Background: an optimization exercise with open tools, aiming at small area. Do not read the settings as production practice. In this exercise RTL edits were held to simulation tests only and were not proved equivalent to the original. The flow treats the clock pin as an ideal source, which a real chip does not have. No activity file was given, so power comes from the tool's default toggle rates.

`flow/config.mk`:
```
export PLATFORM = sky130hd
export DESIGN_NAME = weaksoc
export DESIGN_NICKNAME = weaksoc
export VERILOG_FILES = /design/flow/design.v
export SDC_FILE = /design/flow/constraint.sdc
export NUM_CORES = 4
export LEC_CHECK = 0
export CAP_MARGIN = 20
export CORE_MARGIN = 2
export CORE_UTILIZATION = 45
export SLEW_MARGIN = 20
export SYNTH_MEMORY_MAX_BITS = 16384
```
`flow/constraint.sdc`:
```
create_clock -name core_clock -period 10.0 [get_ports {clk}]
set_input_delay 2.0000 -clock core_clock [delete_from_list [all_inputs] [get_ports {clk}]]
set_output_delay 2.0000 -clock core_clock [all_outputs]
set_load 0.01 [all_outputs]
```
`flow/design.v`:
```
module eno_uart(input wire clk,
		input wire rst,
		input wire [31:0] divider,
		input wire divider_access,
		input wire [7:0] tx_data,
		input wire tx_access,
		output wire [7:0] rx_data,
		input wire rx_access,
		output wire tx_idle,
		output wire rx_avail,
		output wire tx,
		input wire rx);
	reg [31:0] ndiv;		 
	reg [30:0] cnt;
	reg half;			 
	reg fresh;			 
	wire [31:0] ndiv_next = ~rst ? 32'h0 :
				divider_access ? ~divider : ndiv;
	wire cnt_hi_ones = &cnt[30:1];
	wire half0_end = ~half & cnt_hi_ones & cnt[0];
	wire half1_end = half & cnt_hi_ones & (cnt[0] ^ ndiv[0]);
	wire cnt_load = ~rst | divider_access | half0_end | half1_end;
	wire sample_posedge = half0_end;
	always @ (posedge clk) begin
		ndiv	<= ndiv_next;
		cnt	<= cnt_load ? ndiv_next[31:1] : cnt + 31'd1;
		fresh	<= cnt_load;
		if (~rst | divider_access)
			half <= 1'b0;
		else if (half0_end)
			half <= ~ndiv[0] | ~fresh;
		else if (half1_end)
			half <= 1'b0;
	end
	reg [9:0] tx_buf;
	reg [2:0] tx_counter;
	wire tx_buf_valid = |tx_buf;
	wire tx_load = tx_access & ~tx_buf_valid;
	wire tx_shift = sample_posedge & (&tx_counter);
	assign tx_idle = ~tx_buf_valid;
	assign tx = tx_buf[0] | ~tx_buf_valid;
	always @ (posedge clk) begin
		if (~rst | tx_load | tx_shift)
			tx_buf <= {10{rst}} & ({1'b0, tx_buf[9:1]} |
				({10{tx_load}} & {1'b1, tx_data, 1'b0}));
		if (tx_load)
			tx_counter <= 3'h0;
		else if (sample_posedge)
			tx_counter <= tx_counter + 3'd1;
	end
	reg [2:0] rx_read_pos;
	reg [2:0] rx_write_pos;
	assign rx_avail = rx_read_pos != rx_write_pos;
	reg [9:0] rx_buf;
	reg [2:0] rx_sample_counter;
	wire rx_ongoing = |rx_buf;
	wire rx_start = ~rx_ongoing & ~rx;
	wire rx_do_sample = sample_posedge & (rx_sample_counter == 3'd3) &
			    rx_ongoing;
	wire rx_last_bit = rx_buf[0];
	always @ (posedge clk) begin
		if (~rst)
			rx_buf <= 10'b0;
		else if (rx_start)
			rx_buf <= 10'b10_0000_0000;
		else if (rx_do_sample)
			rx_buf <= rx_last_bit ? 10'b0 : {rx, rx_buf[9:1]};
		if (rx_start)
			rx_sample_counter <= 3'd0;
		else if (sample_posedge)
			rx_sample_counter <= rx_sample_counter + 3'd1;
	end
	wire rx_write = rst & rx_do_sample & rx_last_bit;
	reg [7:0] rx_fifo0, rx_fifo1, rx_fifo2, rx_fifo3,
		  rx_fifo4, rx_fifo5, rx_fifo6, rx_fifo7;
	always @ (posedge clk) begin
		if (rx_write & (rx_write_pos == 3'd0)) rx_fifo0 <= rx_buf[9:2];
		if (rx_write & (rx_write_pos == 3'd1)) rx_fifo1 <= rx_buf[9:2];
		if (rx_write & (rx_write_pos == 3'd2)) rx_fifo2 <= rx_buf[9:2];
		if (rx_write & (rx_write_pos == 3'd3)) rx_fifo3 <= rx_buf[9:2];
		if (rx_write & (rx_write_pos == 3'd4)) rx_fifo4 <= rx_buf[9:2];
		if (rx_write & (rx_write_pos == 3'd5)) rx_fifo5 <= rx_buf[9:2];
		if (rx_write & (rx_write_pos == 3'd6)) rx_fifo6 <= rx_buf[9:2];
		if (rx_write & (rx_write_pos == 3'd7)) rx_fifo7 <= rx_buf[9:2];
	end
	reg [7:0] rx_fifo_out;
	always @ (*) begin
		case (rx_read_pos)
		3'd0: rx_fifo_out = rx_fifo0;
		3'd1: rx_fifo_out = rx_fifo1;
		3'd2: rx_fifo_out = rx_fifo2;
		3'd3: rx_fifo_out = rx_fifo3;
		3'd4: rx_fifo_out = rx_fifo4;
		3'd5: rx_fifo_out = rx_fifo5;
		3'd6: rx_fifo_out = rx_fifo6;
		default: rx_fifo_out = rx_fifo7;
		endcase
	end
	assign rx_data = rx_fifo_out;
	always @ (posedge clk) begin
		if (~rst)
			rx_write_pos <= 3'h0;
		else if (rx_write)
			rx_write_pos <= rx_write_pos + 3'd1;
		if (~rst)
			rx_read_pos <= 3'h0;
		else if (rx_access & rx_avail)
			rx_read_pos <= rx_read_pos + 3'd1;
	end
endmodule
module weaksoc(input wire clk,
	       input wire rst_n,
	       input wire [31:0] bus_from_cpu,
	       output wire [31:0] bus_to_cpu,
	       input wire [31:0] bus_addr,
	       input wire bus_req,
	       output wire bus_ack,
	       input wire bus_wr,
	       input wire [3:0] bus_wr_mask,
	       output reg led,
	       output wire pin_tx, input wire pin_rx);
	wire rst = rst_n;
	wire access_brom	= bus_req & (bus_addr < 32'h00001000);
	wire access_led		= bus_req & (bus_addr == 32'h80000000);
	wire access_uart	= bus_req &
					(bus_addr >= 32'h90000000) &
					(bus_addr < 32'h90000010);
	reg [31:0] brom [0:255];
	wire [31:0] brom_data = brom[bus_addr[9:2]];
	initial $readmemh("brom.hex", brom);
	always @ (posedge clk) begin
		if (access_led & bus_wr & bus_wr_mask[0]) begin
			led <= bus_from_cpu[0];
		end
	end
	wire [3:0] uart_offset = bus_addr[3:0];
	wire is_uart_tx		= access_uart & (uart_offset == 4'h0);
	wire is_uart_rx 	= access_uart & (uart_offset == 4'h4);
	wire is_uart_div 	= access_uart & (uart_offset == 4'h8);
	wire is_uart_status	= access_uart & (uart_offset == 4'hc);
	wire [31:0] uart_rx;
	wire [31:0] uart_status;
	wire [31:0] uart_data	= ({32{is_uart_rx}} & uart_rx) |
				  ({32{is_uart_status}} & uart_status);
	assign uart_rx[31:8] = 24'b0;
	assign uart_status [31:2] = 30'b0;
	eno_uart eno_uart(
		.clk		(clk),
		.rst		(rst),
		.divider	(bus_from_cpu),
		.divider_access	(is_uart_div),
		.tx_data	(bus_from_cpu[7:0]),
		.tx_access	(is_uart_tx),
		.rx_data	(uart_rx[7:0]),
		.rx_access	(is_uart_rx),
		.tx_idle	(uart_status[0]),
		.rx_avail	(uart_status[1]),
		.tx		(pin_tx),
		.rx		(pin_rx));
	assign bus_ack = 1'b1;
	assign bus_to_cpu = ({32{access_brom}} & brom_data) |
			    ({32{access_uart}} & uart_data);
endmodule
```
`flow/brom.hex`:
```
900002b7
00828293
14500313
0062a023
00000517
05c50513
02c000ef
90000437
00c42283
0022f293
fe028ce3
00442303
00c42283
0012f293
fe028ce3
00642023
fe1ff06f
900002b7
00050303
00030e63
00c28383
0013f393
fe038ce3
0062a023
00150513
fe5ff06f
00008067
746f6f42
2e676e69
0d0a2e2e
00000000
00000000
00000000
00000000
00000000
00000000
00000000
00000000
00000000
00000000
00000000
00000000
00000000
00000000
00000000
00000000
00000000
00000000
00000000
00000000
00000000
00000000
00000000
00000000
00000000
00000000
00000000
00000000
00000000
00000000
00000000
00000000
00000000
00000000
00000000
00000000
00000000
00000000
00000000
00000000
00000000
00000000
00000000
00000000
00000000
00000000
00000000
00000000
00000000
00000000
00000000
00000000
00000000
00000000
00000000
00000000
00000000
00000000
00000000
00000000
00000000
00000000
00000000
00000000
00000000
00000000
00000000
00000000
00000000
00000000
00000000
00000000
00000000
00000000
00000000
00000000
00000000
00000000
00000000
00000000
00000000
00000000
00000000
00000000
00000000
00000000
00000000
00000000
00000000
00000000
00000000
00000000
00000000
00000000
00000000
00000000
00000000
00000000
00000000
00000000
00000000
00000000
00000000
00000000
00000000
00000000
00000000
00000000
00000000
00000000
00000000
00000000
00000000
00000000
00000000
00000000
00000000
00000000
00000000
00000000
00000000
00000000
00000000
00000000
00000000
00000000
00000000
00000000
00000000
00000000
00000000
00000000
00000000
00000000
00000000
00000000
00000000
00000000
00000000
00000000
00000000
00000000
00000000
00000000
00000000
00000000
00000000
00000000
00000000
00000000
00000000
00000000
00000000
00000000
00000000
00000000
00000000
00000000
00000000
00000000
00000000
00000000
00000000
00000000
00000000
00000000
00000000
00000000
00000000
00000000
00000000
00000000
00000000
00000000
00000000
00000000
00000000
00000000
00000000
00000000
00000000
00000000
00000000
00000000
00000000
00000000
00000000
00000000
00000000
00000000
00000000
00000000
00000000
00000000
00000000
00000000
00000000
00000000
00000000
00000000
00000000
00000000
00000000
00000000
00000000
00000000
00000000
00000000
00000000
00000000
00000000
00000000
00000000
00000000
00000000
00000000
00000000
00000000
00000000
00000000
00000000
00000000
00000000
00000000
00000000
00000000
```
`flow/flow/run.sh`:
```
#!/bin/bash
# Layout flow: the standard flow with these changes:
#  - synthesis maps logic with an area-oriented ABC script instead of
#    ORFS's speed script (&deepsyn, mapping, then mfs3 area recovery),
#    over several &deepsyn seeds, keeping the smallest result
#    (flow/abc_seeds.tcl); the registers are mapped before ABC
#    runs, so they are the standard synthesis's.
#  - synthesis leaves adders to ABC (no half/full adder cells, no
#    Kogge-Stone carry logic), which suits a design with no timing pressure.
#  - ports are buffered with buf_1 rather than the buffer ORFS picks.
#  - the clock tree is built from clkbuf_8 without dummy loads.
#  - after CTS, each clock buffer is downsized while the flip-flop clock
#    pin slew stays within 110 ps (flow/cts_downsize.tcl).
set -euo pipefail
W=$PWD
{
  echo "source $W/flow/abc_seeds.tcl"
  cat synth_recipe.tcl
} > area_synth.tcl
sed "s|SYNTH_SCRIPT=[^ ]*|SYNTH_SCRIPT=$W/area_synth.tcl|" standard.sh > area_standard.sh
grep -q "SYNTH_SCRIPT=$W/area_synth.tcl" area_standard.sh
export BUFFER_PORTS_ARGS="-buffer_cell sky130_fd_sc_hd__buf_1"
export CTS_ARGS="-sink_clustering_enable -repair_clock_nets -buf_list sky130_fd_sc_hd__clkbuf_8 -dont_use_dummy_load"
export POST_CTS_TCL="$W/flow/cts_downsize.tcl"
bash area_standard.sh ADDER_MAP_FILE= SYNTH_OPERATIONS_ARGS=-nofsm finish > flow_make.log 2>&1
```
`flow/flow/abc_seeds.tcl`:
```
# Sourced by the synthesis script before ORFS's synth.tcl: replaces ORFS's
# ABC call with an area-oriented script built around ABC's &deepsyn, whose
# result depends on its random seed.  Round 1 runs one &deepsyn per seed;
# round 2 follows the best round-1 seed with a second &deepsyn per seed.
# Each run maps the result and then recovers area on the mapped netlist
# with don't-care-based optimization (mfs3).
# The smallest mapped netlist is kept.  Registers are mapped before ABC
# runs, so every run leaves the standard synthesis's registers.
set ::abc_seeds1 {1 2 3 4 5 6 7 8 9 10}
set ::abc_seeds2 {1 2 3 4 5 6 7 8}
set ::abc_dir [file dirname [file normalize [info script]]]

proc abc_try {args_in name deepsyn} {
  set i [lsearch $args_in -script]
  set script $::abc_dir/area_abc_$name.abc
  set f [open $script w]
  puts $f "strash\n&get -n\n&fraig -x\n&put\nscorr\ndc2\ndretime\nstrash\n&get -n"
  puts $f $deepsyn
  puts $f "&dch -f\n&nf -p -F 10 -A 10 -a -R 1000\n&put"
  puts $f "mfs3 -aez -H 6 -R 4"
  close $f
  yosys design -load pre_abc
  yosys abc {*}[lreplace $args_in $i [expr {$i+1}] -script $script]
  yosys tee -q -o $::abc_dir/area_abc_$name.stat stat -liberty [lindex $::env(LIB_FILES) 0]
  set f [open $::abc_dir/area_abc_$name.stat r]
  set txt [read $f]
  close $f
  regexp {Chip area for module '[^']*': ([0-9.]+)} $txt -> area
  puts "ABC run $name: area $area"
  if { $::abc_best_area eq "" || $area < $::abc_best_area } {
    set ::abc_best_area $area
    set ::abc_best_name $name
    yosys design -save best_abc
  }
  return $area
}

proc abc {args} {
  yosys design -save pre_abc
  set ::abc_best_area ""
  set ::abc_best_name ""
  set best1 ""
  set best1_area ""
  foreach s $::abc_seeds1 {
    set a [abc_try $args s$s "&deepsyn -J 50 -S $s -T 600"]
    if { $best1_area eq "" || $a < $best1_area } {
      set best1_area $a
      set best1 $s
    }
  }
  foreach s $::abc_seeds2 {
    abc_try $args s${best1}_s$s \
      "&deepsyn -J 50 -S $best1 -T 600\n&deepsyn -J 50 -S $s -T 600"
  }
  puts "ABC: keeping run $::abc_best_name (area $::abc_best_area)"
  yosys design -load best_abc
}
```
`flow/flow/cts_downsize.tcl`:
```
set clk_slew_limit 0.110
proc worst_clk_slew {} {
  estimate_parasitics -placement
  set worst 0.0
  foreach pin [get_pins -hierarchical */CLK] {
    set s [get_property $pin slew_max]
    if { $s > $worst } { set worst $s }
  }
  return $worst
}
puts "clock pin slew before downsizing: [worst_clk_slew]"
foreach inst [get_cells -filter "ref_name =~ sky130_fd_sc_hd__clkbuf_*"] {
  set name [get_full_name $inst]
  set orig [get_property $inst ref_name]
  foreach cand {sky130_fd_sc_hd__clkbuf_1 sky130_fd_sc_hd__clkbuf_2 sky130_fd_sc_hd__clkbuf_4} {
    if { $cand eq $orig } { break }
    replace_cell $inst $cand
    set w [worst_clk_slew]
    if { $w <= $clk_slew_limit } {
      puts "clock buffer $name: $orig -> $cand (worst clock pin slew $w)"
      set orig $cand
      break
    }
    replace_cell $inst $orig
  }
}
puts "clock pin slew after downsizing: [worst_clk_slew]"
detailed_placement
check_placement -verbose
```
`flow/standard.sh`:
```
#!/bin/bash
# synth_recipe.tcl (not shown) runs the flow's synth.tcl, then flattens the netlist and writes it again
# the make line also repeats each setting of config.mk as NAME=value (left out here)
make -C /OpenROAD-flow-scripts/flow DESIGN_CONFIG=/design/flow/config.mk WORK_HOME=/design/flow/orfs CLKGATE_MAP_FILE= SYNTH_SCRIPT=/design/flow/synth_recipe.tcl "${@:-finish}"
```
==> results.txt <==
-- synthesized netlist by cell type (all sizes together) --
library cell and count:
a211oi 1, a21boi 1, a21o 2, a21oi 48, a221o 1, a221oi 5, a222oi 10, a22o 12
a22oi 5, a31o 1, a31oi 8, a32o 1, and2 9, and3 13, buf 1, clkinv 7
conb 1, dfxtp 87, edfxtp 75, nand2 124, nand2b 2, nand3 33, nand4 12, nand4b 1
nor2 62, nor2b 19, nor3 14, nor3b 3, nor4 12, nor4b 5, o2111ai 1, o211a 1
o211ai 5, o21a 1, o21ai 58, o31a 1, o31ai 11, or2 1, or3 1, or4 1
xnor2 9, xor2 8
-- power by group through the flow --
stage	registers, mW	clock network [mW]	logic [mW]
finish	0.706	0.312	0.0547
floorplan	0.719	0	0.0296
global placement	0.721	0	0.0543
detailed placement	0.721	0	0.0546
global route	0.707	0.348	0.0617
-- path summary, 6_finish.rpt --
| kind | end | slack, ns | cells after the start |
|---|---|---|---|
| setup / recovery | bus_to_cpu[25] | 3.21 | 12 |
| hold / removal | eno_uart.tx_counter[2] | 0.47 | 1 |
| setup reg to reg | eno_uart.rx_fifo5[0] | 4.42 | 19 |
| hold reg to reg | eno_uart.tx_counter[2] | 0.47 | 1 |
-- layout by cell type, fill, tap and decap left out, types with 2 or more instances in the layout --
cell type,instances
clkbuf_4,6
nor2_1,62
o31ai_1,11
a21oi_1,48
nand2b_1,2
clkinv_1,7
a21o_1,2
nand2_1,124
nor3b_1,3
a22o_1,12
dfxtp_1,87
clkbuf_8,10
a22oi_1,5
o21ai_0,58
edfxtp_1,75
nand3_1,33
buf_4,10
a31oi_1,8
xor2_1,8
nor2b_1,19
buf_1,103
xnor2_1,9
nand4_1,12
a222oi_1,10
a221oi_1,5
and3_1,13
nor3_1,12
o211ai_1,5
and2_0,8
nor4_1,12
nor3_2,2
nor4b_1,4
-- state kept, by name (all words and copies together) (netlist names), 10 cells and up --
name	count
eno_uart.cnt	31
eno_uart.ndiv	32
eno_uart.rx_buf	10
eno_uart.tx_buf	10
-- stage by stage --
| step | power [mW] | instances |
|---|---|---|
| finish | 1.07 | 986 |
| global route | 1.12 | 986 |
| detailed placement | 0.776 | 969 |
| global placement | 0.775 | 969 |
| floorplan | 0.748 | 673 |
-- cells by family after synthesis --
logic type,share of synthesized area [%]
AOI/OAI and AO/OA,16.1
DFF,59.5
other,0.0559
buffers and inverters,0.504
and+or+nand+nor,21.6
xor gates and xnor gates,2.22
-- layer usage --
metal  global-route usage (%)  up-vias  wire length (µm)
met3                     4.84       23               844
met1                     27.7     2608              7640
met2                     32.2      161              7240
li1                         -     2760                 -
met5                        0        -                 0
met4                     6.79        0               288
-- cell type report --
cell class              instances  area share, %
flip-flops and latches        162           52.6
clock buffers                  17           2.47
well taps                     184           3.03
multi-input cells             503           35.5
inverters                       7          0.346
repair buffers                113           6.08
==> impl_results.md <==
* Vias in the first global route at approximately 5300
* Final hold vios at 0
* Critical hold path startpoint: eno_uart.tx_counter[2]
* Initial Util at about 46%
* Sequential Area at roughly 0.0040 mm²
* Netlist cell types at 42
* Largest area contributor in the synthesized netlist: edfxtp_1
* Syn Inst Count at roughly 670
* Top Family by Delay on Critical Path: simple AND/OR/NAND/NOR gates
* Final Core Density at 52.3%
* Core Area at approximately 0.015 mm²
* Peak Freq at about 150 MHz
* TritonCTS clock tree: yes
* Pre-CTS WS at 3.25 ns
* Hold/Removal Path Class: register to register
* Setup crit end kind: primary output
* Most Frequent Cell on Critical Path: nor2_1
* Initial antenna violation count at 0
* Total length of routed wires at around 16000 µm
* Crit path buffers/inverters at 3
* Peak supply drop at approximately 140 µV
* Routed len/inst at around 16 µm
* Setup TNS at 0 ns
* Via count at ~5600
* Crit Path Category: input pin to primary output
* Hold WS at approximately 0.47 ns
* Psw at approximately 0.24 mW
* Logic pwr share at 5.1%
* Critical Path Start: bus_addr[21]
* Startpoint Class: input pin
* Internal at about 0.83 mW
* Final Setup Violations at 0
* Worst Path Required at around 8.0 ns
* Total I/O pin count at ~110
* Multi-input gate area at about 0.0027 mm²
* R2R Path Start: eno_uart.cnt[1]
* CP Cell Sequence: buf_1 -> or4_1 -> nor4_1 -> nor4b_2 -> buf_4 -> nand2_1 -> nor2_1 -> nand2_1 -> o211ai_1 -> nor2_1 -> nor2_1 -> buf_1
* Worst Path Max Fanout at 16
* Worst setup margin at between 3 and 4 ns
* Crit path time final at 6.79 ns
* DP HPWL at between 10000 and 15000 µm
* Main area contributors after synthesis: edfxtp_1 (34%), dfxtp_1 (26%), nand2_1 (6.9%)
* CP max stage delay at around 0.51 ns
* Pwr/cell area at approximately 140 mW/mm²
* DP Area at ~0.0074 mm²
* Sw Ratio at between 20% and 30%
* Die width at between 100 and 150 µm
* GP Congestion at between 0.8 and 0.9
* Gr usage total at ~20%
* Largest net degree at the start of global routing at 37
* Slew HR at 25.9%
* Slew @ Worst Pin at between 1 and 1.5 ns
* Number of max-cap violations at 0
* I/O Buffers at a little over 100
* First-pass GRT wire length at 25700 µm
* Syn-to-layout area delta at 13.2%
* Register bit total from synthesis at between 150 and 200
* Sequential share of power at 65.8%
* Synth top area share at between 30% and 40%
* RSZ-0062 raised after global routing: false
* Die area at about 0.016 mm²
* Gr ovfl total at 0
* Tcrit/Tclk final at approximately two thirds
* FILL cells at roughly 1400
* Ys Warns at 2
* DRC violations left at 0
* Clk Latency, worst-skew pair at roughly 0.79 ns
* Max-slew violation total from the final report at 0
* Worst Skew at ~0.040 ns
* Leakage at roughly 2.7 nW
* Pre-antenna DRT Iters at 5
* Run status: finished clean
* Avg Vias per Cell at about 5.6
* Worst-path clk slew at roughly 0.10 ns
* CP max stage cell: or4_1
* Register area share after synthesis at 59.5%
* Syn Area/Cell at 9.97 µm²
* Finished Cell Area at 0.00760 mm²
* Clock power share at ~29%
* # rows at 44
* Chip Height at between 100 and 150 µm
* Antenna Cells at 0
* Synthesized area at 0.00671 mm²
* Number of routed nets with antenna violations at 0
* Clock sinks at around 160
* Share of layout cells above drive strength 1 at ~3.7%
* Nets at a little under 900
* Iteration-0 DRC count of the detailed router at between 500 and 600
* Mapped Nets at approximately 750
* Worst Path Arrival at around 4.8 ns

==> static timing again, ports no longer ideal <==
The flow's constraints put no driver on any port. The routed layout listed below was extracted and timed again, unchanged, in two steps.
Step 1 assumes that a clkbuf_16 drives the clock port and a buf_2 every other input.
Step 2 also shifts input and output timing later by t, the mid clock arrival at the registers, as if the neighbouring blocks saw the same clock.
a / b / c = ideal / step 1 / step 2; a / b = the first two.
shift t [ns]: 0.799
setup WS [ns]: 3.212 / 3.191 / 3.191
worst register clock-pin slew, ns: 0.11 / 0.11
After both steps this run still meets setup and hold. For this run, drivers alone change the setup slack by -0.021 ns; drivers and shift together by -0.021 ns.
